This is an optimization exercise on Yosys and OpenROAD, whose aim is small area, a short achievable clock period and few clock cycles, not a production implementation.
The RTL was checked by simulation tests, not by an equivalence proof against the original design.
No activity file was given, so power comes from the tool's default toggle rates.

## DataPath
module DataPath(
	input         clk,
	input         rst,
	output        mem_req,
	output        mem_we,
	output [1:0]  mem_size,
	output [31:0] mem_addr,
	output [31:0] mem_wdata,
	input         mem_ready,
	input  [31:0] mem_rdata);
	reg  [31:0] fpc;                   
	reg  [31:0] ir, dpc;               
	reg         dv;
	reg  [31:0] eA, eB, eS;            
	reg  [4:0]  eSh;
	reg  [5:0]  eOp3;
	reg         eArith, eInv, eCin, eSum, eLogic, eShift, eLink;
	reg         eWe, eSetCC, eLd, eSt, eSt0, eJmpl, eBr;
	reg  [4:0]  eCond;                 
	reg  [4:0]  eRd;
	reg  [3:0]  icc;                   
	reg         m, s;                  
	reg  [31:0] ma, mdr;               
	reg         mreq, mwe;
	reg  [1:0]  msize;
	reg  [4:0]  lrd;
	reg  [1:0]  lsz;
	reg         lsgn, lst;
	wire isArith, isJmpl, isCall, isSethi, isBranch, isLoad, isStore, setsCC, writesRd;
	wire [4:0] ra, rb, dest;
	controlUnit cu(ir, isArith, isJmpl, isCall, isSethi, isBranch, isLoad, isStore, setsCC,
	               writesRd, ra, rb, dest);
	wire [5:0] op3 = ir[24:19];
	wire [31:0] rfA, rfB;
	reg  [31:1] selA_r, selB_r;
	wire [4:0]  raF = mem_rdata[31] ? mem_rdata[18:14] : 5'd0;
	wire [4:0]  rbF = ~mem_rdata[31] ? 5'd0 : ~mem_rdata[13] ? mem_rdata[4:0] :
	                  (mem_rdata[30] & mem_rdata[21]) ? mem_rdata[29:25] : 5'd0;
	reg  [31:1] selAF, selBF, selS, selB;
	integer j;
	always @(*) begin
		for (j = 1; j < 32; j = j + 1) begin
			selAF[j] = (raF == j);
			selBF[j] = (rbF == j);
			selS[j]  = (lrd == j);
		end
		selB = s ? selS : selB_r;
	end
	wire [31:1] selA = selA_r;
	wire [31:0] result;
	wire [31:0] load_ext;
	wire [31:0] rf_in    = m ? load_ext : result;
	wire [4:0]  rf_waddr = m ? lrd : eRd;
	wire        rf_we    = m ? ~lst : (eWe & ~s);
	registerFile rf(rfA, rfB, rf_waddr, rf_in, selA, selB, rf_we, clk);
	wire [31:0] sum;
	wire nF, zF, vF, cF;
	ALU alu(result, sum, nF, zF, vF, cF, eA, eB, eSh, eOp3, eInv, eCin,
	        eSum, eLogic, eShift, eLink, eS);
	wire        bypA = eWe && eRd == ra;
	wire        bypB = eWe && eRd == rb;
	wire [31:0] vA = ({32{bypA}} & result) | ({32{~bypA}} & rfA);
	wire        useImm = ir[31] & ir[13];
	wire        inv    = isArith & op3[2] & ~op3[5];
	wire        useK   = useImm | isSethi;
  ...
Size in the first run: ~5300 cells after synthesis, roughly 68000 um^2 of cells after synthesis.
export LEC_CHECK = 0
export CAP_MARGIN = 20
export CORE_MARGIN = 2
export CORE_UTILIZATION = 50
export PLACE_DENSITY = 0.65
export SLEW_MARGIN = 20
export SYNTH_HIERARCHICAL = 1
create_clock -name core_clock -period 12.0 [get_ports {clk}]
standard.sh (not shown) runs the stock make flow with config.mk's settings and CLKGATE_MAP_FILE= SYNTH_SCRIPT=/design/flow/synth_recipe.tcl, a recipe that flattens the netlist after the stock synthesis.
==> flow/flow/run.sh <==
#!/bin/bash
# Layout flow: the standard layout (standard synthesis, floorplan, placement,
# CTS, routing) at the design's clock period and constraints, with two changes to
# how timing repair works: repair_timing aims for a larger setup margin, and
# sizing may swap a cell for one of another footprint. The full output of the
# standard flow goes to standard_flow.log here; ORFS's own per-step logs stay
# under orfs/logs/.
set -euo pipefail
bash standard.sh SETUP_SLACK_MARGIN=8.0 MATCH_CELL_FOOTPRINT=0 finish > standard_flow.log 2>&1
Testbench counts at the start, summed over its fixed seeds: cycles 33,002.
Edit:
--- a/flow/flow/run.sh
+++ b/flow/flow/run.sh
@@ -7,3 +7,3 @@
 # under orfs/logs/.
 set -euo pipefail
-bash standard.sh SETUP_SLACK_MARGIN=8.0 MATCH_CELL_FOOTPRINT=0 finish > standard_flow.log 2>&1
+bash standard.sh SETUP_SLACK_MARGIN=8.3 MATCH_CELL_FOOTPRINT=0 finish > standard_flow.log 2>&1
Result:
- The changed run produced a layout that fails on antenna rules
- non-clock buffer count increases by 159
- setup slack improves by 0.31 ns
- final area grows by a few percent
- routed wire length climbs by a few percent
- synthesized area stays the same
- total power rose by a few percent
- via count grows by a few percent
- worst hold slack gets worse by 0.011 ns
- cell count goes up by a few percent
Edit:
--- a/flow/flow/run.sh
+++ b/flow/flow/run.sh
@@ -7,3 +7,3 @@
 # under orfs/logs/.
 set -euo pipefail
-bash standard.sh SETUP_SLACK_MARGIN=8.3 MATCH_CELL_FOOTPRINT=0 finish > standard_flow.log 2>&1
+bash standard.sh SETUP_SLACK_MARGIN=8.6 MATCH_CELL_FOOTPRINT=0 finish > standard_flow.log 2>&1
Effect: The new run completed without violations; die area is unchanged; wire length rose by 11%; via count rose by 7.4%; cell count goes up by 4.5%; flip-flop and latch count is unchanged; clock power came out lower by 5.2%; area after synthesis does not change.

## re-timing with driven ports
How much do the figures lean on ideal ports? The routed layouts below were timed once more, with nothing changed but the port constraints. Step 1 sets driving cells, clkbuf_16 on the clock port and buf_2 on the other inputs (assumed; they add their load-dependent delay and slew). Step 2 adds t to the input delays and takes it off the output delays; t is the mean of the earliest and latest rising clock arrival at the registers after step 1. Input paths then give back, and output paths get back, about the clock's delay inside the block. Slacks: ideal / step 1 / step 2; pairs: ideal / step 1.
run | t, ns | setup WS [ns] | slew at the worst register clock pin (ns)
the first run | 0.865 | 7.848 / 7.848 / 7.131 | 0.09 / 0.09
the second run | 0.871 | 8.162 / 8.162 / 7.377 | 0.07 / 0.07
the third run | 0.875 | 7.972 / 7.972 / 7.600 | 0.07 / 0.07
The setup slack of the second run, which loses most, moves by 0.000 ns with the drivers and by -0.785 ns with both steps.
